From an optimization exercise on the open Yosys and OpenROAD flow, aimed at small area and a short achievable clock period; shortcuts taken in it are not production practice. The RTL was checked by simulation tests, not by an equivalence proof against the original design. No activity file was given, so power comes from the tool's default toggle rates.

==> flow/design.v (outline; a module is shown in full before it is edited, if it fits) <==
// module fft_ctrl: 50 lines
// module Butterfly: 12 lines
// module Butterfly4: 11 lines
// module PrepAdd: 6 lines
// module TwPrep: 17 lines
// module TwTap3: 5 lines
// module FA: 4 lines
// module HA: 4 lines
// module tw1_tree: 597 lines
// module tw2_tree: 337 lines
// module top_FFT: 78 lines
module top_FFT(
    output [24-1:0] out,
    input  [24-1:0] in,
    input clk, reset
);
  // ...
==> flow/flow/run.sh <==
#!/bin/bash
# Layout flow: the standard.sh (unchanged synthesis and ORFS steps) with
#  - port buffers of a plain buffer cell instead of the default delay cell,
#  - clock tree synthesis without dummy loads,
#  - the resizer's setup repair aiming at a larger slack margin,
#  - after synthesis, inverters pushed through full adders (flow/bubble.py;
#    registers and all other cells untouched).
# Each tool's output goes to a log file in this folder.
set -euo pipefail
export BUFFER_PORTS_ARGS="-buffer_cell sky130_fd_sc_hd__buf_2"
export CTS_ARGS="-sink_clustering_enable -repair_clock_nets -dont_use_dummy_load"
export SETUP_SLACK_MARGIN=6.5
R=orfs/results/sky130hd/top_FFT/base
bash standard.sh synth > synth.log 2>&1
python3 flow/bubble.py $R/1_2_yosys.v $R/1_2_yosys_bub.v > bubble.log 2>&1
cp $R/1_2_yosys.v $R/1_2_yosys_presub.v
mv $R/1_2_yosys_bub.v $R/1_2_yosys.v
rm -f $R/1_synth.odb
bash standard.sh > standard.log 2>&1
==> flow/flow/bubble.py <==
#!/usr/bin/env python3
"""Push inverters through full adders in a synthesized sky130 netlist.

A full adder is self-dual: FA(~a, ~b, ~c) = (~sum, ~cout).  Yosys's adder
extraction leaves many inverters between full adders.  This pass chooses,
for every full adder, whether to implement it on complemented signals, so as
to minimize the number of distinct inverted signals, then rebuilds the data
inverters (one per signal that is needed inverted).  Registers, ports and
all other cells are left as they are.

usage: bubble.py IN.v OUT.v
"""
import re, sys, collections

OUTPINS = {'X', 'Y', 'Q', 'Q_N', 'SUM', 'COUT', 'HI', 'LO'}
src = open(sys.argv[1]).read()

m = re.search(r'^module\s+(\S+)\s*\(', src, re.M)
start = m.start()
body_start = src.index(';', m.end()) + 1
end = src.index('endmodule', body_start)
header = src[:body_start]
body = src[body_start:end]
tail = src[end:]

# statements
stmts = [s.strip() for s in body.split(';')]
decls, cells, others = [], [], []
cell_re = re.compile(r'^(sky130_fd_sc_hd__\w+)\s+(\S+)\s*\((.*)\)$', re.S)
pin_re = re.compile(r'\.(\w+)\(\s*((?:\\\S+\s*)|[^()\s]*(?:\[\d+\])?)\s*\)')
ports_in, ports_out = set(), set()
for s in stmts:
    if not s:
        continue
    cm = cell_re.match(s)
    if cm:
        pins = {}
        for p, n in pin_re.findall(cm.group(3)):
            pins[p] = n.strip()
        cells.append([cm.group(1), cm.group(2), pins])
        continue
    w = s.split()[0]
    if w in ('wire', 'input', 'output', 'inout', 'reg'):
        decls.append(s)
        if w in ('input', 'output'):
            # input [23:0] in  /  input clk
            mm = re.match(r'(input|output)\s*(\[(\d+):(\d+)\])?\s*(\S+)', s)
            name = mm.group(5)
            if mm.group(2):
                hi, lo = int(mm.group(3)), int(mm.group(4))
                names = [f"{name}[{i}]" for i in range(min(hi, lo), max(hi, lo) + 1)]
            else:
                names = [name]
            (ports_in if w == 'input' else ports_out).update(names)
            if not mm.group(2):
                (ports_in if w == 'input' else ports_out).add(name)
    else:
        others.append(s)

def is_inv(t):
    return re.fullmatch(r'sky130_fd_sc_hd__inv_\d+', t) is not None
def is_fa(t):
    return re.fullmatch(r'sky130_fd_sc_hd__fa_\d+', t) is not None

# nets referenced in assigns count as (fixed) loads of their RHS
assign_re = re.compile(r'^assign\s+(.*?)\s*=\s*(.*)$', re.S)
assign_rhs = []
for s in others:
    am = assign_re.match(s)
    if am:
        assign_rhs.append(am.group(2).strip())

driver = {}
for c in cells:
    for p, n in c[2].items():
        if p in OUTPINS:
            driver[n] = c

# removable inverters: output drives an internal net, not a port, not in assigns
assign_nets = set()
for s in others:
    for tok in re.findall(r'\\\S+|[A-Za-z_][\w$]*(?:\[\d+\])?', s):
        assign_nets.add(tok)
removable = set()
for c in cells:
    if is_inv(c[0]):
        y = c[2].get('Y')
        a = c[2].get('A')
        if y is None or a is None:
            continue
        if y in ports_out or y in assign_nets or y in ports_in:
            continue
        removable.add(id(c))

def base(net):
    pol = 0
    seen = 0
    while True:
        d = driver.get(net)
        if d is not None and id(d) in removable:
            net = d[2]['A']
            pol ^= 1
            seen += 1
            if seen > 50:
                raise SystemExit("inverter loop")
        else:
            return net, pol

# loads: (cell, pin) of every input pin of kept cells
loads = []   # entries: [cell, pin, base, pol]
for c in cells:
    if id(c) in removable:
        continue
    for p, n in c[2].items():
        if p in OUTPINS or n == '' or n.startswith("1'b"):
            continue
        b, pol = base(n)
        loads.append([c, p, b, pol])

fas = [c for c in cells if is_fa(c[0])]
fa_idx = {id(c): i for i, c in enumerate(fas)}
flip = [0] * len(fas)
fa_out_bases = [[c[2][p] for p in ('SUM', 'COUT') if p in c[2]] for c in fas]
fa_in_loads = [[] for _ in fas]
cnt = collections.defaultdict(lambda: [0, 0])
for L in loads:
    c, p, b, pol = L
    cnt[b][pol] += 1
    if id(c) in fa_idx:
        fa_in_loads[fa_idx[id(c)]].append(L)
def drv_flip(b):
    d = driver.get(b)
    if d is not None and id(d) in fa_idx:
        return flip[fa_idx[id(d)]]
    return 0
# physical polarity wanted = logical pol ^ flip(driver of base) ^ flip(load fa)
# cnt holds physical polarities; initially no flips
def cost_of(b):
    return 1 if cnt[b][1] > 0 else 0
before = sum(cost_of(b) for b in cnt)

def flip_delta(i, apply=False):
    touched = set()
    changes = []
    for L in fa_in_loads[i]:
        b = L[2]
        touched.add(b)
    for b in fa_out_bases[i]:
        touched.add(b)
    old = sum(cost_of(b) for b in touched)
    saved = {b: list(cnt[b]) for b in touched}
    for L in fa_in_loads[i]:
        b = L[2]
        cur = L[3] ^ drv_flip(b) ^ flip[i]
        cnt[b][cur] -= 1
        cnt[b][cur ^ 1] += 1
    for b in fa_out_bases[i]:
        cnt[b][0], cnt[b][1] = cnt[b][1], cnt[b][0]
    new = sum(cost_of(b) for b in touched)
    if not apply:
        for b in touched:
            cnt[b] = saved[b]
    return new - old

changed = True
passes = 0
while changed and passes < 20:
    changed = False
    passes += 1
    for i in range(len(fas)):
        d = flip_delta(i)
        if d < 0:
            flip_delta(i, apply=True)
            flip[i] ^= 1
            changed = True
after = sum(cost_of(b) for b in cnt)

# rebuild
newcells = []
invs = {}
k = 0
def inv_of(b):
    global k
    if b not in invs:
        k += 1
        nn = f"bub_n{k}"
        invs[b] = nn
    return invs[b]
for L in loads:
    c, p, b, pol = L
    phys = pol ^ drv_flip(b) ^ (flip[fa_idx[id(c)]] if id(c) in fa_idx else 0)
    c[2][p] = inv_of(b) if phys else b
out = [header]
for d in decls:
    out.append("  " + d + " ;")
for b, nn in invs.items():
    out.append(f"  wire {nn};")
for c in cells:
    if id(c) in removable:
        continue
    pins = ", ".join(f".{p}({n}{' ' if n.startswith(chr(92)) else ''})" for p, n in c[2].items())
    out.append(f"  {c[0]} {c[1]} ({pins});")
for b, nn in invs.items():
    bb = b + (' ' if b.startswith('\\') else '')
    out.append(f"  sky130_fd_sc_hd__inv_1 {nn}_i (.A({bb}), .Y({nn}));")
for s in others:
    out.append("  " + s + " ;")
out.append(tail)
open(sys.argv[2], 'w').write("\n".join(out))
nrem = len(removable)
print(f"full adders {len(fas)}, flipped {sum(flip)}; inverters {nrem} -> {len(invs)} "
      f"(cost before {before}, after {after}), passes {passes}")
==> flow/standard.sh <==
#!/bin/bash
# synth_recipe.tcl (not shown) runs the flow's synth.tcl, then flattens the netlist and writes it again
# the make line also repeats each setting of config.mk as NAME=value (left out here)
make -C /OpenROAD-flow-scripts/flow DESIGN_CONFIG=/design/flow/config.mk WORK_HOME=/design/flow/orfs CLKGATE_MAP_FILE= SYNTH_SCRIPT=/design/flow/synth_recipe.tcl "${@:-finish}"
==> flow/config.mk <==
export PLATFORM = sky130hd
export DESIGN_NAME = top_FFT
export DESIGN_NICKNAME = top_FFT
export VERILOG_FILES = /design/flow/design.v
export SDC_FILE = /design/flow/constraint.sdc
export NUM_CORES = 4
export LEC_CHECK = 0
export CAP_MARGIN = 40
export CORE_MARGIN = 2
export CORE_UTILIZATION = 40
export CTS_CLUSTER_DIAMETER = 80
export CTS_CLUSTER_SIZE = 24
export SLEW_MARGIN = 60
==> flow/constraint.sdc <==
create_clock -name core_clock -period 10.0 [get_ports {clk}]
set_input_delay 2.0000 -clock core_clock [delete_from_list [all_inputs] [get_ports {clk}]]
set_output_delay 2.0000 -clock core_clock [all_outputs]
set_load 0.01 [all_outputs]
==> run_results.csv, run 1 <==
group,metric,value,unit
status,status,"complete, no violations",
layout,antenna_cells,0,
sta,period_share,0.370,
logic_synthesis,synth_cells,3727,
layout,seqCellArea,11500,µm²
critical_path,cp-endpoint,"a7[37]",
layout,most-common-layout-cells,"dfxtp_1 (549), inv_1 (355), nor2_1 (289)",
sta,finalMaxSlewViolations,0,
layout,final_common_cell,"dfxtp_1",
floorplan,die_y,299,µm
placement,placed_cells,4792,
power_and_ir_drop,combPwrFrac,0.430,
layout,final_area,38800,µm²
routing,wl_met3,4.20,mm
sta,fmax,270,MHz
clocking,cts.clk_slew.worst_paths,0.07,ns
logic_synthesis,synth.cell_area,34900,µm²
clocking,cts_tree,"yes",
layout,seq_area_frac,0.296,
power_and_ir_drop,irDropWorstVdd,0.000182,V
routing,wire_per_inst,18.0,µm
sta,fin_skew,0.115,ns
placement,place_ws,5.60,ns
power_and_ir_drop,pg_clk,2.08,mW
floorplan,row_count,108,
global_routing,grt_util_met2,0.329,
critical_path,crit_slowest_cell,"dfxtp_1",
floorplan,die_area,89600,µm²
power_and_ir_drop,swShare,0.384,
critical_path,worstSetupPathType,"flip-flop to flip-flop",
placement,hpwl,66.8,mm
clocking,cts.path.max_buffers,3,
sta,worst_pin_slew,0.638,ns
floorplan,core,86600,µm²
global_routing,grt_use_met1,0.258,
critical_path,endpoint_kind,"flip-flop",
layout,top_regs,"a7 (50), b3 (50)",
layout,multi_input_cells,2631,
layout,syn_to_final_growth,11.1,%
power_and_ir_drop,top_power_group,"combinational cells",
min_path,hp-start,"a0[10]",
==> run 2: changes to the inputs <==
--- a/flow/config.mk
+++ b/flow/config.mk
@@ -6,8 +6,6 @@
 export NUM_CORES = 4
 export LEC_CHECK = 0
-export CAP_MARGIN = 40
+export CAP_MARGIN = 20
 export CORE_MARGIN = 2
 export CORE_UTILIZATION = 40
-export CTS_CLUSTER_DIAMETER = 80
-export CTS_CLUSTER_SIZE = 24
-export SLEW_MARGIN = 60
+export SLEW_MARGIN = 20
==> run 2 against run 1 <==
Still clean on timing, DRC and antenna. Register-to-register slack got worse by 0.03 ns. Design area increased by 0.59%. Sequential share of layout area decreased by 0.17 points. Routed wire length rose by 1.9%. Sequential cell count stayed put. Maximum frequency decreased by 0.72%. Setup slack worse by 0.027 ns. Via count grew 1.3%. Combinational power is 1% higher. Non-clock buffer count up 25. Sequential power is essentially flat. Largest power group unchanged. Highest routed layer unchanged.
==> run_results.csv, run 2 <==
group,metric,value,unit
routing,postRouteAntennaNets,0,
layout,layout-drive-gt1-share,0.111,
power_and_ir_drop,power_density,238,nW/µm²
critical_path,critPathLaunchType,"flip-flop",
layout,seqCellArea,11500,µm²
placement,io_buffers,49,
global_routing,first_global_vias,25600,
sta,period_needed,3.73,ns
layout,syn_to_final_growth,11.8,%
layout,antenna_cells,0,
floorplan,dieWidth,299,µm
layout,final.fill_count,8254,
floorplan,core,86600,µm²
layout,post-route-util,0.450,
routing,routed_wl,89.9,mm
routing,drt_iter0_markers,1749,
job,cap_violations,0,
placement,hpwl,66.7,mm
routing,dr.pass1.iters,7,
global_routing,grt_max_degree,90,
floorplan,initial_core_util,0.403,
layout,top_regs,"a7 (50), b3 (50)",
floorplan,row_count,108,
logic_synthesis,synth_nets,4260,
logic_synthesis,synth_area_per_cell,9.37,µm²
logic_synthesis,synth_cells,3727,
placement,place_ws,5.30,ns
layout,final_area,39000,µm²
critical_path,worstPathArrival,4.19,ns
sta,rsz0062_at_grt,"yes",
layout,fin_nets,4310,
floorplan,die_area,89600,µm²
power_and_ir_drop,leakagePower,18.0,nW
routing,drc,0,
critical_path,cp.required,10.46,ns
routing,drt-vias-per-instance,5.25,
sta,period_share,0.373,
sta,worst_pin_slew,0.953,ns
routing,vias,25900,
sta,fmax,268,MHz
layout,multi_input_area,21700,µm²
power_and_ir_drop,finalPower,9.30,mW
logic_synthesis,yosys_warnings,3,
global_routing,grt.total_usage,0.198,
sta,finalSetupViolCount,0,
sta,fin_skew,0.0763,ns
clocking,htreeDepth,3,
power_and_ir_drop,irDropWorstVdd,0.000221,V
global_routing,grt_pass1_wl,140,mm
clocking,cts.clk_slew.worst_paths,0.06,ns
layout,most-common-layout-cells,"dfxtp_1 (549), inv_1 (353), nor2_1 (289)",
placement,placed_area,36200,µm²
min_path,hp-class,"flip-flop to flip-flop",
sta,maxSlewHeadroom,0.362,
layout,final_common_cell,"dfxtp_1",
sta,finalHoldViolCount,0,
clocking,ctsRootBufferMaster,"clkbuf_16",
logic_synthesis,synth.cell_area,34900,µm²
critical_path,endpoint_kind,"flip-flop",
clocking,cts.path.max_buffers,3,
critical_path,worstSetupPathType,"flip-flop to flip-flop",
status,status,"complete, no violations",
clocking,insertion_delay,0.62,ns
routing,wire_per_inst,18.2,µm
clocking,cts_tree,"yes",
placement,gp_congestion,0.873,
clocking,cts.sinks,570,
floorplan,die_y,299,µm
critical_path,critPathMaxFanout,8,
sta,finalMaxSlewViolations,0,
sta,setup_ws,6.27,ns
floorplan,num_io_pins,50,
sta,tns,0,ns
global_routing,antenna_found_initial,1,
global_routing,grt_overflow,0,
clocking,cts_buffers,67,
-- run 2: through the flow --
stage / cells / hold WS [ns]
final: 4930 / 0.304
after CTS: 4891 / 0.303
after global routing: 4930 / 0.304
after global placement: 4790 / 0.310
after detailed placement: 4790 / 0.312
after floorplan: 3727 / 0.310
-- run 2: cell type report --
class                      instances  share of cell area
tap                             1155              0.0370
timing repair buffer             138              0.0326
inverter                         364              0.0358
clock buffer                      67              0.0430
sequential                       570               0.294
multi-input combinational       2631               0.557
timing repair inverter             5            0.000962
-- run 2: worst max-delay path, cell delays in order (launching register included) --
cell and delay [ns]:
dfxtp_4 0.35, buf_12 0.14, a22o_1 0.22, a21oi_2 0.15, inv_1 0.08, fa_1 0.48
fa_1 0.60, fa_1 0.44, fa_1 0.55, ha_4 0.22, a21o_1 0.15, a31o_2 0.20
-- run 2: worst paths after layout --
check	from	to	slack [ns]	depth (start not counted)
worst max-delay path	ctrl.m1p1	a7[12]	6.27	11
worst min-delay path	a0[10]	a1[10]	0.30	0
worst max register to register	ctrl.m1p1	a7[12]	6.27	11
worst min register to register	a0[10]	a1[10]	0.30	0
-- run 2: power by group --
part           internal (mW)  switching [mW]
clock                   1.17           0.874
combinational           1.76            2.29
sequential              2.79           0.424
total                   5.71            3.58
-- run 2: routing by layer --
| layer | track usage | up-vias | part of all wire |
|---|---|---|---|
| met5 | 0 | - | 0 |
| met4 | 0.0574 | 0 | 0.032 |
| met3 | 0.0285 | 168 | 0.048 |
| met2 | 0.337 | 598 | 0.48 |
| met1 | 0.261 | 12400 | 0.44 |
| li1 | - | 12700 | - |
-- run 2: what timing repair did --
| item | in CTS | in global routing |
|---|---|---|
| pin swaps | 4 | 22 |
| gates resized for setup | 60 | 52 |
| hold endpoints to repair | 0 | 0 |
| buffers inserted | 26 | 33 |
| cloned | 8 | 6 |
| setup endpoints to repair | 86 | 33 |
| hold buffers | 0 | 0 |
==> module tw1_tree, before the edit <==
module tw1_tree(input [12:0] A, B, input [2:0] k, input mI, m1p, m1n, m2, m1,
    output [11:0] Sr, Cr, output cr, output [11:0] Si, Ci, output ci);
    wire [12:0] nA = ~A, nB = ~B;
    wire rp1 = A[0];
    wire rp2 = A[1];
    wire rp3 = A[2];
    wire rp4 = A[3];
    wire rp5 = A[4];
    wire rp6 = A[5];
    wire rp7 = A[6];
    wire rp8 = A[7];
    wire rp9 = A[8];
    wire rp10 = A[9];
    wire rp11 = A[10];
    wire rp12 = A[11];
    wire rp13 = (m1 & nA[0]);
    wire rp14 = (m1 & nA[1]);
    wire rp15 = (m1 & nA[2]) | (m2 & nA[0]);
    wire rp16 = (m1 & nA[3]) | (m2 & nA[1]);
    wire rp17 = (m1 & nA[4]) | (m2 & nA[2]);
    wire rp18 = (m1 & nA[5]) | (m2 & nA[3]);
    wire rp19 = (m1 & nA[6]) | (m2 & nA[4]);
    wire rp20 = (m1 & nA[7]) | (m2 & nA[5]);
    wire rp21 = (m1 & nA[8]) | (m2 & nA[6]);
    wire rp22 = (m1 & nA[9]) | (m2 & nA[7]);
    wire rp23 = (m1 & nA[10]) | (m2 & nA[8]);
    wire rp24 = (m1 & nA[11]) | (m2 & nA[9]);
    wire rp25 = (m1 & A[12]) | (m2 & nA[10]);
    wire rp26 = (m2 & nA[11]);
    wire rp27 = (m2 & A[12]);
    wire rp28 = (m1 & nA[0]);
    wire rp29 = (m1 & nA[1]);
    wire rp30 = (m1 & nA[2]) | (m2 & nA[0]);
    wire rp31 = (m1 & nA[3]) | (m2 & nA[1]);
    wire rp32 = (m1 & nA[4]) | (m2 & nA[2]);
    wire rp33 = (m1 & nA[5]) | (m2 & nA[3]);
    wire rp34 = (m1 & nA[6]) | (m2 & nA[4]);
    wire rp35 = (m1 & nA[7]) | (m2 & nA[5]);
    wire rp36 = (m1 & nA[8]) | (m2 & nA[6]);
    wire rp37 = (m1 & nA[9]) | (m2 & nA[7]);
    wire rp38 = (m1 & nA[10]) | (m2 & nA[8]);
    wire rp39 = (m1 & nA[11]) | (m2 & nA[9]);
    wire rp40 = (m1 & A[12]) | (m2 & nA[10]);
    wire rp41 = (m2 & nA[11]);
    wire rp42 = (m2 & A[12]);
    wire rp43 = (m1 & A[0]);
    wire rp44 = (m1 & A[1]);
    wire rp45 = (m1 & A[2]);
    wire rp46 = (m1 & A[3]) | (m2 & A[0]);
    wire rp47 = (m1 & A[4]) | (m2 & A[1]);
    wire rp48 = (m1 & A[5]) | (m2 & A[2]);
    wire rp49 = (m1 & A[6]) | (m2 & A[3]);
    wire rp50 = (m1 & A[7]) | (m2 & A[4]);
    wire rp51 = (m1 & A[8]) | (m2 & A[5]);
    wire rp52 = (m1 & A[9]) | (m2 & A[6]);
    wire rp53 = (m1 & A[10]) | (m2 & A[7]);
    wire rp54 = (m1 & A[11]) | (m2 & A[8]);
    wire rp55 = (m1 & nA[12]) | (m2 & A[9]);
    wire rp56 = (m2 & A[10]);
    wire rp57 = (m2 & A[11]);
    wire rp58 = (m2 & nA[12]);
    wire rp59 = (m2 & A[0]);
    wire rp60 = (m2 & A[1]);
    wire rp61 = (m2 & A[2]);
    wire rp62 = (m2 & A[3]);
    wire rp63 = (m2 & A[4]);
    wire rp64 = (m2 & A[5]);
    wire rp65 = (m2 & A[6]);
    wire rp66 = (m1 & B[0]) | (m2 & A[7]);
    wire rp67 = (m1 & B[1]) | (m2 & A[8]);
    wire rp68 = (m1 & B[2]) | (m2 & A[9]);
    wire rp69 = (m1 & B[3]) | (m2 & A[10]);
    wire rp70 = (m1 & B[4]) | (m2 & A[11]);
    wire rp71 = (m1 & B[5]) | (m2 & nA[12]);
    wire rp72 = (m1 & B[6]);
    wire rp73 = (m1 & B[7]);
    wire rp74 = (m1 & B[8]);
    wire rp75 = (m1 & B[9]);
    wire rp76 = (m1 & B[10]);
    wire rp77 = (m1 & B[11]);
    wire rp78 = (m1 & nB[12]);
    wire rp79 = (m1 & nB[0]);
    wire rp80 = (m1 & nB[1]);
    wire rp81 = (m1 & nB[2]);
    wire rp82 = (m1 & nB[3]);
    wire rp83 = (m1 & nB[4]);
    wire rp84 = (m1 & nB[5]);
    wire rp85 = (m1 & nB[6]);
    wire rp86 = (m1 & nB[7]);
    wire rp87 = (m1 & nB[8]);
    wire rp88 = (m1 & nB[9]);
    wire rp89 = (m1 & nB[10]);
    wire rp90 = (m1 & nB[11]);
    wire rp91 = (m1 & B[12]);
    wire rp92 = (m1 & B[0]);
    wire rp93 = (m1 & B[1]);
    wire rp94 = (m1 & B[2]);
    wire rp95 = (m1 & B[3]);
    wire rp96 = (m1 & B[4]);
    wire rp97 = (m1 & B[5]);
    wire rp98 = (m1 & B[6]);
    wire rp99 = (m1 & B[7]);
    wire rp100 = (m1 & B[8]);
    wire rp101 = (m1 & B[9]);
    wire rp102 = (m1 & B[10]);
    wire rp103 = (m1 & B[11]);
    wire rp104 = (m1 & nB[12]);
    wire rk105 = (k == 3'd7);
    wire rk106 = (k == 3'd5);
    wire rk107 = (k == 3'd1) | (k == 3'd3) | (k == 3'd5);
    wire rk108 = (k == 3'd1) | (k == 3'd2) | (k == 3'd3) | (k == 3'd5) | (k == 3'd6);
    wire rk109 = (k == 3'd1) | (k == 3'd3) | (k == 3'd7);
    wire rk110 = (k == 3'd2) | (k == 3'd6);
    wire rk111 = (k == 3'd5);
    wire rk112 = (k == 3'd7);
    wire rk113 = (k == 3'd1) | (k == 3'd3) | (k == 3'd5) | (k == 3'd7);
    wire rk114 = (k == 3'd1) | (k == 3'd2) | (k == 3'd3) | (k == 3'd5) | (k == 3'd6) | (k == 3'd7);
    wire rk115 = (k == 3'd2) | (k == 3'd6);
    wire rk116 = (k == 3'd1) | (k == 3'd2) | (k == 3'd3) | (k == 3'd5) | (k == 3'd6) | (k == 3'd7);
    wire rk117 = (k == 3'd2) | (k == 3'd6);
    wire rk118 = (k == 3'd1) | (k == 3'd3) | (k == 3'd5) | (k == 3'd7);
    wire rk119 = (k == 3'd2) | (k == 3'd6);
    wire rs120, rc121;
    HA urs120(.a(rp14), .b(rp31), .s(rs120), .co(rc121));
    wire rs122, rc123;
    FA urs122(.a(rp15), .b(rp32), .c(rp50), .s(rs122), .co(rc123));
    wire rs124, rc125;
    FA urs124(.a(rp16), .b(rp33), .c(rp51), .s(rs124), .co(rc125));
    wire rs126, rc127;
    FA urs126(.a(rp1), .b(rp17), .c(rp34), .s(rs126), .co(rc127));
    wire rs128, rc129;
    HA urs128(.a(rp52), .b(rp67), .s(rs128), .co(rc129));
    wire rs130, rc131;
    FA urs130(.a(rp2), .b(rp18), .c(rp35), .s(rs130), .co(rc131));
    wire rs132, rc133;
    HA urs132(.a(rp53), .b(rp68), .s(rs132), .co(rc133));
    wire rs134, rc135;
    FA urs134(.a(rp3), .b(rp19), .c(rp36), .s(rs134), .co(rc135));
    wire rs136, rc137;
    HA urs136(.a(rp54), .b(rp69), .s(rs136), .co(rc137));
    wire rs138, rc139;
    FA urs138(.a(rp4), .b(rp20), .c(rp37), .s(rs138), .co(rc139));
    wire rs140, rc141;
    FA urs140(.a(rp55), .b(rp70), .c(rp85), .s(rs140), .co(rc141));
    wire rs142, rc143;
    FA urs142(.a(rp5), .b(rp21), .c(rp38), .s(rs142), .co(rc143));
    wire rs144, rc145;
    FA urs144(.a(rp56), .b(rp71), .c(rp86), .s(rs144), .co(rc145));
    wire rs146, rc147;
    FA urs146(.a(rp6), .b(rp22), .c(rp39), .s(rs146), .co(rc147));
    wire rs148, rc149;
    FA urs148(.a(rp57), .b(rp72), .c(rp87), .s(rs148), .co(rc149));
    wire rs150, rc151;
    FA urs150(.a(rp7), .b(rp23), .c(rp40), .s(rs150), .co(rc151));
    wire rs152, rc153;
    HA urs152(.a(rp8), .b(rp24), .s(rs152), .co(rc153));
    wire rs154, rc155;
    HA urs154(.a(rp28), .b(rp46), .s(rs154), .co(rc155));
    wire rs156, rc157;
    HA urs156(.a(rp29), .b(rp47), .s(rs156), .co(rc157));
    wire rs158, rc159;
    FA urs158(.a(rp13), .b(rp30), .c(rp48), .s(rs158), .co(rc159));
    wire rs160, rc161;
    HA urs160(.a(rp63), .b(rp95), .s(rs160), .co(rc161));
    wire rs162, rc163;
    FA urs162(.a(rp49), .b(rp64), .c(rp79), .s(rs162), .co(rc163));
    wire rs164, rc165;
    FA urs164(.a(rp96), .b(rk109), .c(rs120), .s(rs164), .co(rc165));
    wire rs166, rc167;
    FA urs166(.a(rp65), .b(rp80), .c(rp97), .s(rs166), .co(rc167));
    wire rs168, rc169;
    FA urs168(.a(rk110), .b(rs122), .c(rc121), .s(rs168), .co(rc169));
    wire rs170, rc171;
    FA urs170(.a(rp66), .b(rp81), .c(rp98), .s(rs170), .co(rc171));
    wire rs172, rc173;
    FA urs172(.a(rk111), .b(rs124), .c(rc123), .s(rs172), .co(rc173));
    wire rs174, rc175;
    FA urs174(.a(rp82), .b(rp99), .c(rk112), .s(rs174), .co(rc175));
    wire rs176, rc177;
    FA urs176(.a(rs126), .b(rs128), .c(rc125), .s(rs176), .co(rc177));
    wire rs178, rc179;
    FA urs178(.a(rp83), .b(rp100), .c(rs130), .s(rs178), .co(rc179));
    wire rs180, rc181;
    FA urs180(.a(rs132), .b(rc127), .c(rc129), .s(rs180), .co(rc181));
    wire rs182, rc183;
    FA urs182(.a(rp84), .b(rp101), .c(rs134), .s(rs182), .co(rc183));
    wire rs184, rc185;
    FA urs184(.a(rs136), .b(rc131), .c(rc133), .s(rs184), .co(rc185));
    wire rs186, rc187;
    FA urs186(.a(rp102), .b(rk113), .c(rs138), .s(rs186), .co(rc187));
    wire rs188, rc189;
    FA urs188(.a(rs140), .b(rc135), .c(rc137), .s(rs188), .co(rc189));
    wire rs190, rc191;
    FA urs190(.a(rp103), .b(rk114), .c(rs142), .s(rs190), .co(rc191));
    wire rs192, rc193;
    FA urs192(.a(rs144), .b(rc139), .c(rc141), .s(rs192), .co(rc193));
    wire rs194, rc195;
    FA urs194(.a(rp104), .b(rk115), .c(rs146), .s(rs194), .co(rc195));
    wire rs196, rc197;
    FA urs196(.a(rs148), .b(rc143), .c(rc145), .s(rs196), .co(rc197));
    wire rs198, rc199;
    FA urs198(.a(rp58), .b(rp73), .c(rp88), .s(rs198), .co(rc199));
    wire rs200, rc201;
    FA urs200(.a(rs150), .b(rc147), .c(rc149), .s(rs200), .co(rc201));
    wire rs202, rc203;
    FA urs202(.a(rp41), .b(rp74), .c(rp89), .s(rs202), .co(rc203));
    wire rs204, rc205;
    FA urs204(.a(rk116), .b(rs152), .c(rc151), .s(rs204), .co(rc205));
    wire rs206, rc207;
    FA urs206(.a(rp9), .b(rp25), .c(rp42), .s(rs206), .co(rc207));
    wire rs208, rc209;
    FA urs208(.a(rp75), .b(rp90), .c(rc153), .s(rs208), .co(rc209));
    wire rs210, rc211;
    FA urs210(.a(rp10), .b(rp26), .c(rp76), .s(rs210), .co(rc211));
    wire rs212, rc213;
    HA urs212(.a(rp91), .b(rk117), .s(rs212), .co(rc213));
    wire rs214, rc215;
    FA urs214(.a(rp11), .b(rp27), .c(rp77), .s(rs214), .co(rc215));
    wire rs216, rc217;
    HA urs216(.a(rp45), .b(rp60), .s(rs216), .co(rc217));
    wire rs218, rc219;
    FA urs218(.a(rp61), .b(rp93), .c(rk107), .s(rs218), .co(rc219));
    wire rs220, rc221;
    FA urs220(.a(rp62), .b(rp94), .c(rs156), .s(rs220), .co(rc221));
    wire rs222, rc223;
    FA urs222(.a(rk108), .b(rs158), .c(rs160), .s(rs222), .co(rc223));
    wire rs224, rc225;
    FA urs224(.a(rs162), .b(rs164), .c(rc159), .s(rs224), .co(rc225));
    wire rs226, rc227;
    FA urs226(.a(rs166), .b(rs168), .c(rc163), .s(rs226), .co(rc227));
    wire rs228, rc229;
    FA urs228(.a(rs170), .b(rs172), .c(rc167), .s(rs228), .co(rc229));
    wire rs230, rc231;
    FA urs230(.a(rs174), .b(rs176), .c(rc171), .s(rs230), .co(rc231));
    wire rs232, rc233;
    FA urs232(.a(rs178), .b(rs180), .c(rc175), .s(rs232), .co(rc233));
    wire rs234, rc235;
    FA urs234(.a(rs182), .b(rs184), .c(rc179), .s(rs234), .co(rc235));
    wire rs236, rc237;
    FA urs236(.a(rs186), .b(rs188), .c(rc183), .s(rs236), .co(rc237));
    wire rs238, rc239;
    FA urs238(.a(rs190), .b(rs192), .c(rc187), .s(rs238), .co(rc239));
    wire rs240, rc241;
    FA urs240(.a(rs194), .b(rs196), .c(rc191), .s(rs240), .co(rc241));
    wire rs242, rc243;
    FA urs242(.a(rs198), .b(rs200), .c(rc195), .s(rs242), .co(rc243));
    wire rs244, rc245;
    FA urs244(.a(rs202), .b(rs204), .c(rc199), .s(rs244), .co(rc245));
    wire rs246, rc247;
    FA urs246(.a(rs206), .b(rs208), .c(rc203), .s(rs246), .co(rc247));
    wire rs248, rc249;
    FA urs248(.a(rs210), .b(rs212), .c(rc207), .s(rs248), .co(rc249));
    wire rs250, rc251;
    FA urs250(.a(rk118), .b(rs214), .c(rc211), .s(rs250), .co(rc251));
    wire rs252, rc253;
    FA urs252(.a(rp12), .b(rp78), .c(rk119), .s(rs252), .co(rc253));
    wire rs254, rc255;
    HA urs254(.a(rp92), .b(rk106), .s(rs254), .co(rc255));
    wire rs256, rc257;
    FA urs256(.a(rs154), .b(rs218), .c(rc217), .s(rs256), .co(rc257));
    wire rs258, rc259;
    FA urs258(.a(rc155), .b(rs220), .c(rc219), .s(rs258), .co(rc259));
    wire rs260, rc261;
    FA urs260(.a(rc157), .b(rs222), .c(rc221), .s(rs260), .co(rc261));
    wire rs262, rc263;
    FA urs262(.a(rc161), .b(rs224), .c(rc223), .s(rs262), .co(rc263));
    wire rs264, rc265;
    FA urs264(.a(rc165), .b(rs226), .c(rc225), .s(rs264), .co(rc265));
    wire rs266, rc267;
    FA urs266(.a(rc169), .b(rs228), .c(rc227), .s(rs266), .co(rc267));
    wire rs268, rc269;
    FA urs268(.a(rc173), .b(rs230), .c(rc229), .s(rs268), .co(rc269));
    wire rs270, rc271;
    FA urs270(.a(rc177), .b(rs232), .c(rc231), .s(rs270), .co(rc271));
    wire rs272, rc273;
    FA urs272(.a(rc181), .b(rs234), .c(rc233), .s(rs272), .co(rc273));
    wire rs274, rc275;
    FA urs274(.a(rc185), .b(rs236), .c(rc235), .s(rs274), .co(rc275));
    wire rs276, rc277;
    FA urs276(.a(rc189), .b(rs238), .c(rc237), .s(rs276), .co(rc277));
    wire rs278, rc279;
    FA urs278(.a(rc193), .b(rs240), .c(rc239), .s(rs278), .co(rc279));
    wire rs280, rc281;
    FA urs280(.a(rc197), .b(rs242), .c(rc241), .s(rs280), .co(rc281));
    wire rs282, rc283;
    FA urs282(.a(rc201), .b(rs244), .c(rc243), .s(rs282), .co(rc283));
    wire rs284, rc285;
    FA urs284(.a(rc205), .b(rs246), .c(rc245), .s(rs284), .co(rc285));
    wire rs286, rc287;
    FA urs286(.a(rc209), .b(rs248), .c(rc247), .s(rs286), .co(rc287));
    wire rs288, rc289;
    FA urs288(.a(rc213), .b(rs250), .c(rc249), .s(rs288), .co(rc289));
    wire rs290, rc291;
    FA urs290(.a(rc215), .b(rs252), .c(rc251), .s(rs290), .co(rc291));
    wire [10:0] rlo = {1'b0, {rs266, rs264, rs262, rs260, rs258, rs256, rs216, rp44, rp43, 1'b0}} + {1'b0, {rc265, rc263, rc261, rc259, rc257, rc255, rs254, rp59, rk105, 1'b0}};
    assign cr = rlo[10];
    assign Sr = {rs290, rs288, rs286, rs284, rs282, rs280, rs278, rs276, rs274, rs272, rs270, rs268};
    assign Cr = {rc289, rc287, rc285, rc283, rc281, rc279, rc277, rc275, rc273, rc271, rc269, rc267};
    wire ip292 = ((mI | m1p | m2) & B[0]) | (m1n & nB[0]);
    wire ip293 = ((mI | m1p | m2) & B[1]) | (m1n & nB[1]);
    wire ip294 = ((mI | m1p | m2) & B[2]) | (m1n & nB[2]);
    wire ip295 = ((mI | m1p | m2) & B[3]) | (m1n & nB[3]);
    wire ip296 = ((mI | m1p | m2) & B[4]) | (m1n & nB[4]);
    wire ip297 = ((mI | m1p | m2) & B[5]) | (m1n & nB[5]);
    wire ip298 = ((mI | m1p | m2) & B[6]) | (m1n & nB[6]);
    wire ip299 = ((mI | m1p | m2) & B[7]) | (m1n & nB[7]);
    wire ip300 = ((mI | m1p | m2) & B[8]) | (m1n & nB[8]);
    wire ip301 = ((mI | m1p | m2) & B[9]) | (m1n & nB[9]);
    wire ip302 = ((mI | m1p | m2) & B[10]) | (m1n & nB[10]);
    wire ip303 = ((mI | m1p | m2) & B[11]) | (m1n & nB[11]);
    wire ip304 = (m1p & nB[0]) | (m1n & B[0]);
    wire ip305 = (m1p & nB[1]) | (m1n & B[1]);
    wire ip306 = (m1p & nB[2]) | (m1n & B[2]) | (m2 & nB[0]);
    wire ip307 = (m1p & nB[3]) | (m1n & B[3]) | (m2 & nB[1]);
    wire ip308 = (m1p & nB[4]) | (m1n & B[4]) | (m2 & nB[2]);
    wire ip309 = (m1p & nB[5]) | (m1n & B[5]) | (m2 & nB[3]);
    wire ip310 = (m1p & nB[6]) | (m1n & B[6]) | (m2 & nB[4]);
    wire ip311 = (m1p & nB[7]) | (m1n & B[7]) | (m2 & nB[5]);
    wire ip312 = (m1p & nB[8]) | (m1n & B[8]) | (m2 & nB[6]);
    wire ip313 = (m1p & nB[9]) | (m1n & B[9]) | (m2 & nB[7]);
    wire ip314 = (m1p & nB[10]) | (m1n & B[10]) | (m2 & nB[8]);
    wire ip315 = (m1p & nB[11]) | (m1n & B[11]) | (m2 & nB[9]);
    wire ip316 = (m1p & B[12]) | (m1n & nB[12]) | (m2 & nB[10]);
    wire ip317 = (m2 & nB[11]);
    wire ip318 = (m2 & B[12]);
    wire ip319 = (m1p & nB[0]) | (m1n & B[0]);
    wire ip320 = (m1p & nB[1]) | (m1n & B[1]);
    wire ip321 = (m1p & nB[2]) | (m1n & B[2]) | (m2 & nB[0]);
    wire ip322 = (m1p & nB[3]) | (m1n & B[3]) | (m2 & nB[1]);
    wire ip323 = (m1p & nB[4]) | (m1n & B[4]) | (m2 & nB[2]);
    wire ip324 = (m1p & nB[5]) | (m1n & B[5]) | (m2 & nB[3]);
    wire ip325 = (m1p & nB[6]) | (m1n & B[6]) | (m2 & nB[4]);
    wire ip326 = (m1p & nB[7]) | (m1n & B[7]) | (m2 & nB[5]);
    wire ip327 = (m1p & nB[8]) | (m1n & B[8]) | (m2 & nB[6]);
    wire ip328 = (m1p & nB[9]) | (m1n & B[9]) | (m2 & nB[7]);
    wire ip329 = (m1p & nB[10]) | (m1n & B[10]) | (m2 & nB[8]);
    wire ip330 = (m1p & nB[11]) | (m1n & B[11]) | (m2 & nB[9]);
    wire ip331 = (m1p & B[12]) | (m1n & nB[12]) | (m2 & nB[10]);
    wire ip332 = (m2 & nB[11]);
    wire ip333 = (m2 & B[12]);
    wire ip334 = (m1p & B[0]) | (m1n & nB[0]);
    wire ip335 = (m1p & B[1]) | (m1n & nB[1]);
    wire ip336 = (m1p & B[2]) | (m1n & nB[2]);
    wire ip337 = (m1p & B[3]) | (m1n & nB[3]) | (m2 & B[0]);
    wire ip338 = (m1p & B[4]) | (m1n & nB[4]) | (m2 & B[1]);
    wire ip339 = (m1p & B[5]) | (m1n & nB[5]) | (m2 & B[2]);
    wire ip340 = (m1p & B[6]) | (m1n & nB[6]) | (m2 & B[3]);
    wire ip341 = (m1p & B[7]) | (m1n & nB[7]) | (m2 & B[4]);
    wire ip342 = (m1p & B[8]) | (m1n & nB[8]) | (m2 & B[5]);
    wire ip343 = (m1p & B[9]) | (m1n & nB[9]) | (m2 & B[6]);
    wire ip344 = (m1p & B[10]) | (m1n & nB[10]) | (m2 & B[7]);
    wire ip345 = (m1p & B[11]) | (m1n & nB[11]) | (m2 & B[8]);
    wire ip346 = (m1p & nB[12]) | (m1n & B[12]) | (m2 & B[9]);
    wire ip347 = (m2 & B[10]);
    wire ip348 = (m2 & B[11]);
    wire ip349 = (m2 & nB[12]);
    wire ip350 = (m2 & B[0]);
    wire ip351 = (m2 & B[1]);
    wire ip352 = (m2 & B[2]);
    wire ip353 = (m2 & B[3]);
    wire ip354 = (m2 & B[4]);
    wire ip355 = (m2 & B[5]);
    wire ip356 = (m2 & B[6]);
    wire ip357 = (m1p & nA[0]) | (m1n & A[0]) | (m2 & B[7]);
    wire ip358 = (m1p & nA[1]) | (m1n & A[1]) | (m2 & B[8]);
    wire ip359 = (m1p & nA[2]) | (m1n & A[2]) | (m2 & B[9]);
    wire ip360 = (m1p & nA[3]) | (m1n & A[3]) | (m2 & B[10]);
    wire ip361 = (m1p & nA[4]) | (m1n & A[4]) | (m2 & B[11]);
    wire ip362 = (m1p & nA[5]) | (m1n & A[5]) | (m2 & nB[12]);
    wire ip363 = (m1p & nA[6]) | (m1n & A[6]);
    wire ip364 = (m1p & nA[7]) | (m1n & A[7]);
    wire ip365 = (m1p & nA[8]) | (m1n & A[8]);
    wire ip366 = (m1p & nA[9]) | (m1n & A[9]);
    wire ip367 = (m1p & nA[10]) | (m1n & A[10]);
    wire ip368 = (m1p & nA[11]) | (m1n & A[11]);
    wire ip369 = (m1p & A[12]) | (m1n & nA[12]);
    wire ip370 = (m1p & A[0]) | (m1n & nA[0]);
    wire ip371 = (m1p & A[1]) | (m1n & nA[1]);
    wire ip372 = (m1p & A[2]) | (m1n & nA[2]);
    wire ip373 = (m1p & A[3]) | (m1n & nA[3]);
    wire ip374 = (m1p & A[4]) | (m1n & nA[4]);
    wire ip375 = (m1p & A[5]) | (m1n & nA[5]);
    wire ip376 = (m1p & A[6]) | (m1n & nA[6]);
    wire ip377 = (m1p & A[7]) | (m1n & nA[7]);
    wire ip378 = (m1p & A[8]) | (m1n & nA[8]);
    wire ip379 = (m1p & A[9]) | (m1n & nA[9]);
    wire ip380 = (m1p & A[10]) | (m1n & nA[10]);
    wire ip381 = (m1p & A[11]) | (m1n & nA[11]);
    wire ip382 = (m1p & nA[12]) | (m1n & A[12]);
    wire ip383 = (m1p & nA[0]) | (m1n & A[0]);
    wire ip384 = (m1p & nA[1]) | (m1n & A[1]);
    wire ip385 = (m1p & nA[2]) | (m1n & A[2]);
    wire ip386 = (m1p & nA[3]) | (m1n & A[3]);
    wire ip387 = (m1p & nA[4]) | (m1n & A[4]);
    wire ip388 = (m1p & nA[5]) | (m1n & A[5]);
    wire ip389 = (m1p & nA[6]) | (m1n & A[6]);
    wire ip390 = (m1p & nA[7]) | (m1n & A[7]);
    wire ip391 = (m1p & nA[8]) | (m1n & A[8]);
    wire ip392 = (m1p & nA[9]) | (m1n & A[9]);
    wire ip393 = (m1p & nA[10]) | (m1n & A[10]);
    wire ip394 = (m1p & nA[11]) | (m1n & A[11]);
    wire ip395 = (m1p & A[12]) | (m1n & nA[12]);
    wire ik396 = (k == 3'd3) | (k == 3'd5) | (k == 3'd7);
    wire ik397 = (k == 3'd6);
    wire ik398 = (k == 3'd1) | (k == 3'd5) | (k == 3'd7);
    wire ik399 = (k == 3'd1) | (k == 3'd6);
    wire ik400 = (k == 3'd1) | (k == 3'd2);
    wire ik401 = (k == 3'd3);
    wire ik402 = (k == 3'd2);
    wire ik403 = (k == 3'd1) | (k == 3'd5) | (k == 3'd7);
    wire ik404 = (k == 3'd3) | (k == 3'd4) | (k == 3'd5) | (k == 3'd6) | (k == 3'd7);
    wire ik405 = (k == 3'd1) | (k == 3'd3) | (k == 3'd5) | (k == 3'd7);
    wire ik406 = (k == 3'd1) | (k == 3'd2) | (k == 3'd3) | (k == 3'd5) | (k == 3'd6) | (k == 3'd7);
    wire ik407 = (k == 3'd2) | (k == 3'd6);
    wire ik408 = (k == 3'd1) | (k == 3'd2) | (k == 3'd3) | (k == 3'd5) | (k == 3'd6) | (k == 3'd7);
    wire ik409 = (k == 3'd2) | (k == 3'd6);
    wire ik410 = (k == 3'd1) | (k == 3'd3) | (k == 3'd5) | (k == 3'd7);
    wire ik411 = (k == 3'd2) | (k == 3'd6);
    wire is412, ic413;
    HA uis412(.a(ip305), .b(ip322), .s(is412), .co(ic413));
    wire is414, ic415;
    FA uis414(.a(ip306), .b(ip323), .c(ip341), .s(is414), .co(ic415));
    wire is416, ic417;
    FA uis416(.a(ip307), .b(ip324), .c(ip342), .s(is416), .co(ic417));
    wire is418, ic419;
    FA uis418(.a(ip292), .b(ip308), .c(ip325), .s(is418), .co(ic419));
    wire is420, ic421;
    HA uis420(.a(ip343), .b(ip358), .s(is420), .co(ic421));
    wire is422, ic423;
    FA uis422(.a(ip293), .b(ip309), .c(ip326), .s(is422), .co(ic423));
    wire is424, ic425;
    HA uis424(.a(ip344), .b(ip359), .s(is424), .co(ic425));
    wire is426, ic427;
    FA uis426(.a(ip294), .b(ip310), .c(ip327), .s(is426), .co(ic427));
    wire is428, ic429;
    HA uis428(.a(ip345), .b(ip360), .s(is428), .co(ic429));
    wire is430, ic431;
    FA uis430(.a(ip295), .b(ip311), .c(ip328), .s(is430), .co(ic431));
    wire is432, ic433;
    FA uis432(.a(ip346), .b(ip361), .c(ip376), .s(is432), .co(ic433));
    wire is434, ic435;
    FA uis434(.a(ip296), .b(ip312), .c(ip329), .s(is434), .co(ic435));
    wire is436, ic437;
    FA uis436(.a(ip347), .b(ip362), .c(ip377), .s(is436), .co(ic437));
    wire is438, ic439;
    FA uis438(.a(ip297), .b(ip313), .c(ip330), .s(is438), .co(ic439));
    wire is440, ic441;
    FA uis440(.a(ip348), .b(ip363), .c(ip378), .s(is440), .co(ic441));
    wire is442, ic443;
    FA uis442(.a(ip298), .b(ip314), .c(ip331), .s(is442), .co(ic443));
    wire is444, ic445;
    HA uis444(.a(ip299), .b(ip315), .s(is444), .co(ic445));
    wire is446, ic447;
    HA uis446(.a(ip319), .b(ip337), .s(is446), .co(ic447));
    wire is448, ic449;
    HA uis448(.a(ip320), .b(ip338), .s(is448), .co(ic449));
    wire is450, ic451;
    FA uis450(.a(ip304), .b(ip321), .c(ip339), .s(is450), .co(ic451));
    wire is452, ic453;
    HA uis452(.a(ip354), .b(ip386), .s(is452), .co(ic453));
    wire is454, ic455;
    FA uis454(.a(ip340), .b(ip355), .c(ip370), .s(is454), .co(ic455));
    wire is456, ic457;
    FA uis456(.a(ip387), .b(ik401), .c(is412), .s(is456), .co(ic457));
    wire is458, ic459;
    FA uis458(.a(ip356), .b(ip371), .c(ip388), .s(is458), .co(ic459));
    wire is460, ic461;
    FA uis460(.a(ik402), .b(is414), .c(ic413), .s(is460), .co(ic461));
    wire is462, ic463;
    FA uis462(.a(ip357), .b(ip372), .c(ip389), .s(is462), .co(ic463));
    wire is464, ic465;
    FA uis464(.a(ik403), .b(is416), .c(ic415), .s(is464), .co(ic465));
    wire is466, ic467;
    FA uis466(.a(ip373), .b(ip390), .c(ik404), .s(is466), .co(ic467));
    wire is468, ic469;
    FA uis468(.a(is418), .b(is420), .c(ic417), .s(is468), .co(ic469));
    wire is470, ic471;
    FA uis470(.a(ip374), .b(ip391), .c(is422), .s(is470), .co(ic471));
    wire is472, ic473;
    FA uis472(.a(is424), .b(ic419), .c(ic421), .s(is472), .co(ic473));
    wire is474, ic475;
    FA uis474(.a(ip375), .b(ip392), .c(is426), .s(is474), .co(ic475));
    wire is476, ic477;
    FA uis476(.a(is428), .b(ic423), .c(ic425), .s(is476), .co(ic477));
    wire is478, ic479;
    FA uis478(.a(ip393), .b(ik405), .c(is430), .s(is478), .co(ic479));
    wire is480, ic481;
    FA uis480(.a(is432), .b(ic427), .c(ic429), .s(is480), .co(ic481));
    wire is482, ic483;
    FA uis482(.a(ip394), .b(ik406), .c(is434), .s(is482), .co(ic483));
    wire is484, ic485;
    FA uis484(.a(is436), .b(ic431), .c(ic433), .s(is484), .co(ic485));
    wire is486, ic487;
    FA uis486(.a(ip395), .b(ik407), .c(is438), .s(is486), .co(ic487));
    wire is488, ic489;
    FA uis488(.a(is440), .b(ic435), .c(ic437), .s(is488), .co(ic489));
    wire is490, ic491;
    FA uis490(.a(ip349), .b(ip364), .c(ip379), .s(is490), .co(ic491));
    wire is492, ic493;
    FA uis492(.a(is442), .b(ic439), .c(ic441), .s(is492), .co(ic493));
    wire is494, ic495;
    FA uis494(.a(ip332), .b(ip365), .c(ip380), .s(is494), .co(ic495));
    wire is496, ic497;
    FA uis496(.a(ik408), .b(is444), .c(ic443), .s(is496), .co(ic497));
    wire is498, ic499;
    FA uis498(.a(ip300), .b(ip316), .c(ip333), .s(is498), .co(ic499));
    wire is500, ic501;
    FA uis500(.a(ip366), .b(ip381), .c(ic445), .s(is500), .co(ic501));
    wire is502, ic503;
    FA uis502(.a(ip301), .b(ip317), .c(ip367), .s(is502), .co(ic503));
    wire is504, ic505;
    HA uis504(.a(ip382), .b(ik409), .s(is504), .co(ic505));
    wire is506, ic507;
    FA uis506(.a(ip302), .b(ip318), .c(ip368), .s(is506), .co(ic507));
    wire is508, ic509;
    HA uis508(.a(ip336), .b(ip351), .s(is508), .co(ic509));
    wire is510, ic511;
    FA uis510(.a(ip352), .b(ip384), .c(ik399), .s(is510), .co(ic511));
    wire is512, ic513;
    FA uis512(.a(ip353), .b(ip385), .c(is448), .s(is512), .co(ic513));
    wire is514, ic515;
    FA uis514(.a(ik400), .b(is450), .c(is452), .s(is514), .co(ic515));
    wire is516, ic517;
    FA uis516(.a(is454), .b(is456), .c(ic451), .s(is516), .co(ic517));
    wire is518, ic519;
    FA uis518(.a(is458), .b(is460), .c(ic455), .s(is518), .co(ic519));
    wire is520, ic521;
    FA uis520(.a(is462), .b(is464), .c(ic459), .s(is520), .co(ic521));
    wire is522, ic523;
    FA uis522(.a(is466), .b(is468), .c(ic463), .s(is522), .co(ic523));
    wire is524, ic525;
    FA uis524(.a(is470), .b(is472), .c(ic467), .s(is524), .co(ic525));
    wire is526, ic527;
    FA uis526(.a(is474), .b(is476), .c(ic471), .s(is526), .co(ic527));
    wire is528, ic529;
    FA uis528(.a(is478), .b(is480), .c(ic475), .s(is528), .co(ic529));
    wire is530, ic531;
    FA uis530(.a(is482), .b(is484), .c(ic479), .s(is530), .co(ic531));
    wire is532, ic533;
    FA uis532(.a(is486), .b(is488), .c(ic483), .s(is532), .co(ic533));
    wire is534, ic535;
    FA uis534(.a(is490), .b(is492), .c(ic487), .s(is534), .co(ic535));
    wire is536, ic537;
    FA uis536(.a(is494), .b(is496), .c(ic491), .s(is536), .co(ic537));
    wire is538, ic539;
    FA uis538(.a(is498), .b(is500), .c(ic495), .s(is538), .co(ic539));
    wire is540, ic541;
    FA uis540(.a(is502), .b(is504), .c(ic499), .s(is540), .co(ic541));
    wire is542, ic543;
    FA uis542(.a(ik410), .b(is506), .c(ic503), .s(is542), .co(ic543));
    wire is544, ic545;
    FA uis544(.a(ip303), .b(ip369), .c(ik411), .s(is544), .co(ic545));
    wire is546, ic547;
    HA uis546(.a(ip335), .b(ip350), .s(is546), .co(ic547));
    wire is548, ic549;
    FA uis548(.a(ip383), .b(ik398), .c(is508), .s(is548), .co(ic549));
    wire is550, ic551;
    FA uis550(.a(is446), .b(is510), .c(ic509), .s(is550), .co(ic551));
    wire is552, ic553;
    FA uis552(.a(ic447), .b(is512), .c(ic511), .s(is552), .co(ic553));
    wire is554, ic555;
    FA uis554(.a(ic449), .b(is514), .c(ic513), .s(is554), .co(ic555));
    wire is556, ic557;
    FA uis556(.a(ic453), .b(is516), .c(ic515), .s(is556), .co(ic557));
    wire is558, ic559;
    FA uis558(.a(ic457), .b(is518), .c(ic517), .s(is558), .co(ic559));
    wire is560, ic561;
    FA uis560(.a(ic461), .b(is520), .c(ic519), .s(is560), .co(ic561));
    wire is562, ic563;
    FA uis562(.a(ic465), .b(is522), .c(ic521), .s(is562), .co(ic563));
    wire is564, ic565;
    FA uis564(.a(ic469), .b(is524), .c(ic523), .s(is564), .co(ic565));
    wire is566, ic567;
    FA uis566(.a(ic473), .b(is526), .c(ic525), .s(is566), .co(ic567));
    wire is568, ic569;
    FA uis568(.a(ic477), .b(is528), .c(ic527), .s(is568), .co(ic569));
    wire is570, ic571;
    FA uis570(.a(ic481), .b(is530), .c(ic529), .s(is570), .co(ic571));
    wire is572, ic573;
    FA uis572(.a(ic485), .b(is532), .c(ic531), .s(is572), .co(ic573));
    wire is574, ic575;
    FA uis574(.a(ic489), .b(is534), .c(ic533), .s(is574), .co(ic575));
    wire is576, ic577;
    FA uis576(.a(ic493), .b(is536), .c(ic535), .s(is576), .co(ic577));
    wire is578, ic579;
    FA uis578(.a(ic497), .b(is538), .c(ic537), .s(is578), .co(ic579));
    wire is580, ic581;
    FA uis580(.a(ic501), .b(is540), .c(ic539), .s(is580), .co(ic581));
    wire is582, ic583;
    FA uis582(.a(ic505), .b(is542), .c(ic541), .s(is582), .co(ic583));
    wire is584, ic585;
    FA uis584(.a(ic507), .b(is544), .c(ic543), .s(is584), .co(ic585));
    wire [10:0] ilo = {1'b0, {is560, is558, is556, is554, is552, is550, is548, ik397, ip334, 1'b0}} + {1'b0, {ic559, ic557, ic555, ic553, ic551, ic549, ic547, is546, ik396, 1'b0}};
    assign ci = ilo[10];
    assign Si = {is584, is582, is580, is578, is576, is574, is572, is570, is568, is566, is564, is562};
    assign Ci = {ic583, ic581, ic579, ic577, ic575, ic573, ic571, ic569, ic567, ic565, ic563, ic561};
endmodule
==> module top_FFT, before the edit <==
module top_FFT(
    output [24-1:0] out,
    input  [24-1:0] in,
    input clk, reset
);
    wire m, s1, s2, s3, s4, s3n, k3t, mI1, m1p1, m1n1, m11, m21;
    wire [2:0] k1t, k1p;
    wire [1:0] k2t, k2p;
    fft_ctrl ctrl(.clk(clk), .reset(reset), .m(m),
                  .s1(s1), .s2(s2), .s3(s3), .s4(s4),
                  .k1t(k1t), .k1p(k1p), .k2t(k2t), .k2p(k2p),
                  .mI1(mI1), .m1p1(m1p1), .m1n1(m1n1), .m11(m11), .m21(m21),
                  .s3n(s3n), .k3t(k3t));
    reg [23:0] r_in, r12, r23, r34, r_out;
    reg [23:0] a0, a1, a2, a3, a4, a5;
    reg [25:0] a6;
    reg [49:0] a7;
    reg [23:0] b0;
    reg [25:0] b1, b2;
    reg [49:0] b3;
    reg [23:0] c0;
    reg [25:0] c1;
    reg [23:0] d0;
    wire [11:0] a7sr = a7[49:38], a7cr = a7[36:25], a7si = a7[24:13], a7ci = a7[11:0];
    wire        a7nr = a7[37],    a7ni = a7[12];
    wire [11:0] b3sr = b3[49:38], b3cr = b3[36:25], b3si = b3[24:13], b3ci = b3[11:0];
    wire        b3nr = b3[37],    b3ni = b3[12];
    wire [12:0] c1xr = c1[25:13], c1xi = c1[12:0];
    wire [23:0] sum1, dif1, sum2, dif2, sum3, dif3, sum4, dif4;
    Butterfly bf1(.C1(sum1), .C2(dif1),
                  .Xr(s1 ? {a7sr[11], a7sr} : {a7sr, a7nr}),
                  .Xi(s1 ? {a7si[11], a7si} : {a7si, a7ni}),
                  .Yr(s1 ? {r_in[23], r_in[23:12]} : {a7cr, a7nr}),
                  .Yi(s1 ? {r_in[11], r_in[11:0]}  : {a7ci, a7ni}), .R(r_in));
    Butterfly bf2(.C1(sum2), .C2(dif2),
                  .Xr(s2 ? {b3sr[11], b3sr} : {b3sr, b3nr}),
                  .Xi(s2 ? {b3si[11], b3si} : {b3si, b3ni}),
                  .Yr(s2 ? {r12[23], r12[23:12]} : {b3cr, b3nr}),
                  .Yi(s2 ? {r12[11], r12[11:0]}  : {b3ci, b3ni}), .R(r12));
    Butterfly bf3(.C1(sum3), .C2(dif3), .Xr(c1xr), .Xi(c1xi),
                  .Yr(s3 ? {r23[23], r23[23:12]} : {12'd0, c1xr[0]}),
                  .Yi(s3 ? {r23[11], r23[11:0]}  : {12'd0, c1xi[0]}), .R(r23));
    Butterfly4 bf4(.C1(sum4), .C2(dif4), .A(d0), .B(r34));
    wire [25:0] p1, p2, t3;
    wire [11:0] t1sr, t1cr, t1si, t1ci, t2sr, t2cr, t2si, t2ci;
    wire t1nr, t1ni, t2nr, t2ni;
    wire sel_a = (k1p[1:0] == 2'd2);
    wire [12:0] pS, pD;
    PrepAdd padd(.S(pS), .D(pD), .C(sel_a ? a5 : b0), .k6(sel_a ? k1p[2] : k2p[1]));
    TwPrep prep1(.out(p1), .C(a5), .k(k1p), .S(pS), .D(pD));
    tw1_tree tree1(.A(a6[25:13]), .B(a6[12:0]), .k(k1t),
                   .mI(mI1), .m1p(m1p1), .m1n(m1n1), .m1(m11), .m2(m21),
                   .Sr(t1sr), .Cr(t1cr), .cr(t1nr), .Si(t1si), .Ci(t1ci), .ci(t1ni));
    TwPrep prep2(.out(p2), .C(b0), .k({k2p, 1'b0}), .S(pS), .D(pD));
    tw2_tree tree2(.A(b2[25:13]), .B(b2[12:0]), .k({k2t, 1'b0}),
                   .mI(~k2t[0]), .m2(k2t[0]),
                   .Sr(t2sr), .Cr(t2cr), .cr(t2nr), .Si(t2si), .Ci(t2ci), .ci(t2ni));
    TwTap3 tap3(.out(t3), .C(c0), .raw(s3n), .k(k3t));
    always @(posedge clk) begin
        r_in <= reset ? in : 24'd0;
        r12 <= sum1;
        a0 <= s1 ? dif1 : r_in;
        a1 <= a0; a2 <= a1; a3 <= a2; a4 <= a3; a5 <= m ? a4 : 24'd0;
        a6 <= p1;
        a7 <= {t1sr, t1nr, t1cr, t1si, t1ni, t1ci};
        r23 <= sum2;
        b0 <= s2 ? dif2 : r12;
        b1 <= p2;
        b2 <= m ? b1 : 26'd0;
        b3 <= {t2sr, t2nr, t2cr, t2si, t2ni, t2ci};
        r34 <= sum3;
        c0 <= s3 ? dif3 : r23;
        c1 <= m ? t3 : 26'd0;
        r_out <= s4 ? d0 : sum4;
        d0 <= m ? (s4 ? r34 : dif4) : 24'd0;
    end
    assign out = r_out;
endmodule
==> run 3: changes to the inputs <==
--- a/flow/design.v
+++ b/flow/design.v
@@ -109,5 +109,5 @@
 endmodule
 module tw1_tree(input [12:0] A, B, input [2:0] k, input mI, m1p, m1n, m2, m1,
-    output [11:0] Sr, Cr, output cr, output [11:0] Si, Ci, output ci);
+    output [11:0] Sr, Cr, output [2:0] cr, output [11:0] Si, Ci, output [2:0] ci);
     wire [12:0] nA = ~A, nB = ~B;
     wire rp1 = A[0];
@@ -402,6 +402,8 @@
     wire rs290, rc291;
     FA urs290(.a(rc215), .b(rs252), .c(rc251), .s(rs290), .co(rc291));
-    wire [10:0] rlo = {1'b0, {rs266, rs264, rs262, rs260, rs258, rs256, rs216, rp44, rp43, 1'b0}} + {1'b0, {rc265, rc263, rc261, rc259, rc257, rc255, rs254, rp59, rk105, 1'b0}};
-    assign cr = rlo[10];
+    wire [5:0] rlb = {1'b0, {rs256, rs216, rp44, rp43, 1'b0}} + {1'b0, {rc255, rs254, rp59, rk105, 1'b0}};
+    wire [5:0] rlg = {1'b0, {rs266, rs264, rs262, rs260, rs258}} + {1'b0, {rc265, rc263, rc261, rc259, rc257}};
+    wire [4:0] rlp = {rs266, rs264, rs262, rs260, rs258} ^ {rc265, rc263, rc261, rc259, rc257};
+    assign cr = {rlg[5], &rlp, rlb[5]};
     assign Sr = {rs290, rs288, rs286, rs284, rs282, rs280, rs278, rs276, rs274, rs272, rs270, rs268};
     assign Cr = {rc289, rc287, rc285, rc283, rc281, rc279, rc277, rc275, rc273, rc271, rc269, rc267};
@@ -700,6 +702,8 @@
     wire is584, ic585;
     FA uis584(.a(ic507), .b(is544), .c(ic543), .s(is584), .co(ic585));
-    wire [10:0] ilo = {1'b0, {is560, is558, is556, is554, is552, is550, is548, ik397, ip334, 1'b0}} + {1'b0, {ic559, ic557, ic555, ic553, ic551, ic549, ic547, is546, ik396, 1'b0}};
-    assign ci = ilo[10];
+    wire [5:0] ilb = {1'b0, {is550, is548, ik397, ip334, 1'b0}} + {1'b0, {ic549, ic547, is546, ik396, 1'b0}};
+    wire [5:0] ilg = {1'b0, {is560, is558, is556, is554, is552}} + {1'b0, {ic559, ic557, ic555, ic553, ic551}};
+    wire [4:0] ilp = {is560, is558, is556, is554, is552} ^ {ic559, ic557, ic555, ic553, ic551};
+    assign ci = {ilg[5], &ilp, ilb[5]};
     assign Si = {is584, is582, is580, is578, is576, is574, is572, is570, is568, is566, is564, is562};
     assign Ci = {ic583, ic581, ic579, ic577, ic575, ic573, ic571, ic569, ic567, ic565, ic563, ic561};
@@ -1058,5 +1062,5 @@
     reg [23:0] a0, a1, a2, a3, a4, a5;
     reg [25:0] a6;
-    reg [49:0] a7;
+    reg [53:0] a7;
     reg [23:0] b0;
     reg [25:0] b1, b2;
@@ -1065,6 +1069,7 @@
     reg [25:0] c1;
     reg [23:0] d0;
-    wire [11:0] a7sr = a7[49:38], a7cr = a7[36:25], a7si = a7[24:13], a7ci = a7[11:0];
-    wire        a7nr = a7[37],    a7ni = a7[12];
+    wire [11:0] a7sr = a7[53:42], a7cr = a7[38:27], a7si = a7[26:15], a7ci = a7[11:0];
+    wire        a7nr = a7[41] | (a7[40] & a7[39]);
+    wire        a7ni = a7[14] | (a7[13] & a7[12]);
     wire [11:0] b3sr = b3[49:38], b3cr = b3[36:25], b3si = b3[24:13], b3ci = b3[11:0];
     wire        b3nr = b3[37],    b3ni = b3[12];
@@ -1087,5 +1092,6 @@
     wire [25:0] p1, p2, t3;
     wire [11:0] t1sr, t1cr, t1si, t1ci, t2sr, t2cr, t2si, t2ci;
-    wire t1nr, t1ni, t2nr, t2ni;
+    wire [2:0] t1nr, t1ni;
+    wire t2nr, t2ni;
     wire sel_a = (k1p[1:0] == 2'd2);
     wire [12:0] pS, pD;
--- a/flow/config.mk
+++ b/flow/config.mk
@@ -6,6 +6,7 @@
 export NUM_CORES = 4
 export LEC_CHECK = 0
-export CAP_MARGIN = 20
+export ABC_CLOCK_PERIOD_IN_PS = 3500
+export CAP_MARGIN = 40
 export CORE_MARGIN = 2
 export CORE_UTILIZATION = 40
-export SLEW_MARGIN = 20
+export SLEW_MARGIN = 60
==> run 3 against run 2 <==
Critical path depth rose by 1. Area after synthesis fell by 1.6%. Highest routed layer unchanged. Cell count fell by 2.3%. Design area fell by 0.41%. Via count fell by 4.4%. Sequential power barely moved. First-iteration DRC count fell by 9.1%. Register-to-register slack improved by 0.15 ns. Non-clock buffer count rose by 14. Clock skew rose by 0.0071 ns. Synthesized cell count fell by 3.4%.
==> run_results.csv, run 3 <==
group,metric,value,unit
clocking,htreeDepth,3,
critical_path,endpoint_kind,"flip-flop",
sta,rsz0062_at_grt,"yes",
sta,period_share,0.358,
layout,layout-drive-gt1-share,0.127,
placement,gp_congestion,0.888,
clocking,cts_tree,"yes",
power_and_ir_drop,finalPower,9.33,mW
sta,worst_pin_slew,0.594,ns
clocking,cts.path.max_buffers,3,
power_and_ir_drop,irDropWorstVdd,0.000173,V
clocking,insertion_delay,0.61,ns
floorplan,num_io_pins,50,
floorplan,die_y,297,µm
critical_path,crit_slowest_cell,"fa_1",
routing,postRouteAntennaNets,0,
placement,hpwl,64.7,mm
critical_path,worstPathArrival,4.07,ns
global_routing,grt_pass1_wl,135,mm
routing,wire_per_inst,17.9,µm
sta,finalSetupViolCount,0,
layout,layout.cells.non_filler,4815,
power_and_ir_drop,power_density,240,nW/µm²
job,cap_violations,0,
routing,drt_iter0_markers,1589,
global_routing,antenna_found_initial,3,
layout,final.fill_count,8164,
routing,routed_wl,86.4,mm
floorplan,row_count,107,
global_routing,grt_overflow,0,
routing,drt-vias-per-instance,5.14,
floorplan,die_area,88200,µm²
critical_path,critPathLaunchType,"flip-flop",
routing,vias,24700,
critical_path,worstSetupPathType,"flip-flop to flip-flop",
status,status,"complete, no violations",
sta,maxSlewHeadroom,0.601,
layout,largest-register,"a7",
global_routing,grt_max_degree,73,
logic_synthesis,synth.cell_area,34400,µm²
layout,most-common-layout-cells,"dfxtp_1 (553), inv_1 (332), nor2_1 (290)",
layout,fin_nets,4205,
sta,period_needed,3.58,ns
layout,final_common_cell,"dfxtp_1",
floorplan,initial_core_util,0.403,
sta,tns,0,ns
routing,dr.pass1.iters,6,
critical_path,cpMostUsedCell,"fa_1",
layout,syn_to_final_growth,13.1,%
sta,fin_skew,0.0834,ns
power_and_ir_drop,leakagePower,17.7,nW
clocking,ctsRootBufferMaster,"clkbuf_16",
global_routing,grt.total_usage,0.192,
floorplan,dieWidth,297,µm
clocking,cts_buffers,67,
logic_synthesis,synth_nets,4135,
placement,io_buffers,49,
sta,finalMaxSlewViolations,0,
critical_path,slowest_delay,0.55,ns
critical_path,critical_path.cell_chain,"buf_12 -> nor2b_4 -> a211oi_2 -> inv_1 -> fa_1 -> fa_1 -> fa_1 -> fa_1 -> ha_4 -> a21o_1 -> a21oi_2 -> o21ai_1",
logic_synthesis,synth_cells,3602,
layout,largest_reg_flops,54,
critical_path,cp.required,10.49,ns
placement,placed_cells,4669,
sta,finalHoldViolCount,0,
floorplan,core,85100,µm²
critical_path,critPathMaxFanout,10,
clocking,cts.sinks,574,
clocking,cts.clk_slew.worst_paths,0.06,ns
min_path,hp-class,"flip-flop to flip-flop",
routing,drc,0,
critical_path,rrSetupSlack,6.42,ns
clocking,holdBufCountCts,0,
logic_synthesis,synth_area_per_cell,9.54,µm²
logic_synthesis,yosys_warnings,3,
layout,top_regs,"a7 (54), b3 (50)",
sta,fmax,279,MHz
global_routing,first_global_vias,24500,
run 3: layer usage:
layer,track usage,share of wire
met4,0.0681,0.033
met2,0.314,0.46
met5,0,0
met1,0.263,0.46
met3,0.0228,0.045
run 3: cell type report:
type | count | area, µm² | share of cell area
clock buffer | 67 | 1680 | 0.0431
multi-input combinational | 2530 | 21300 | 0.549
sequential | 574 | 11500 | 0.297
antenna | 1 | 2.50 | 0.0000644
timing repair buffer | 152 | 1530 | 0.0394
tap | 1144 | 1430 | 0.0368
inverter | 347 | 1340 | 0.0346
run 3: final timing paths:
check | start | endpoint | cells after the start
max | ctrl.m1n1 | a7[14] | 12
min | a0[18] | a1[18] | 0
max reg2reg | ctrl.m1n1 | a7[14] | 12
min reg2reg | a0[18] | a1[18] | 0
run 3: worst max-delay path, delay by kind of cell, from the launching register on:
kind	cells	cell delay (ns)
fa+ha+maj	5	2.21
compound gates	4	0.55
flops	1	0.35
buf+inv	2	0.21
simple gates	1	0.13
run 3: what timing repair did:
item / in CTS / in global routing
gates resized for setup: 84 / 62
cloned: 7 / 8
endpoints found under the setup margin: 75 / 50
pin swaps: 20 / 38
buffers inserted: 27 / 36
run 3: power breakdown:
group | leakage [nW] | switching (mW) | internal (mW)
Combinational | 12.1 | 2.28 | 1.82
Clock | 0.826 | 0.862 | 1.17
Sequential | 4.73 | 0.408 | 2.79
run 3: per-stage QoR:
step	instance area, µm²	worst slack, ns	hold WS, ns	utilization
2_1_floorplan	34500	6.34	0.310	-
3_3_place_gp	35700	5.65	0.310	0.419
3_5_place_dp	35700	5.81	0.312	0.419
4_1_cts	38100	6.32	0.292	0.448
5_1_grt	38900	6.31	0.308	0.456
6_report	38900	6.42	0.291	0.456

Re-timed with assumed drivers on the ports (clkbuf_16 on the clock, buf_2 on other inputs), run 3 has 6.421 ns of setup slack against 6.421 ns with ideal ports, and 6.026 ns once port delays also move by the mid clock arrival of 0.640 ns.
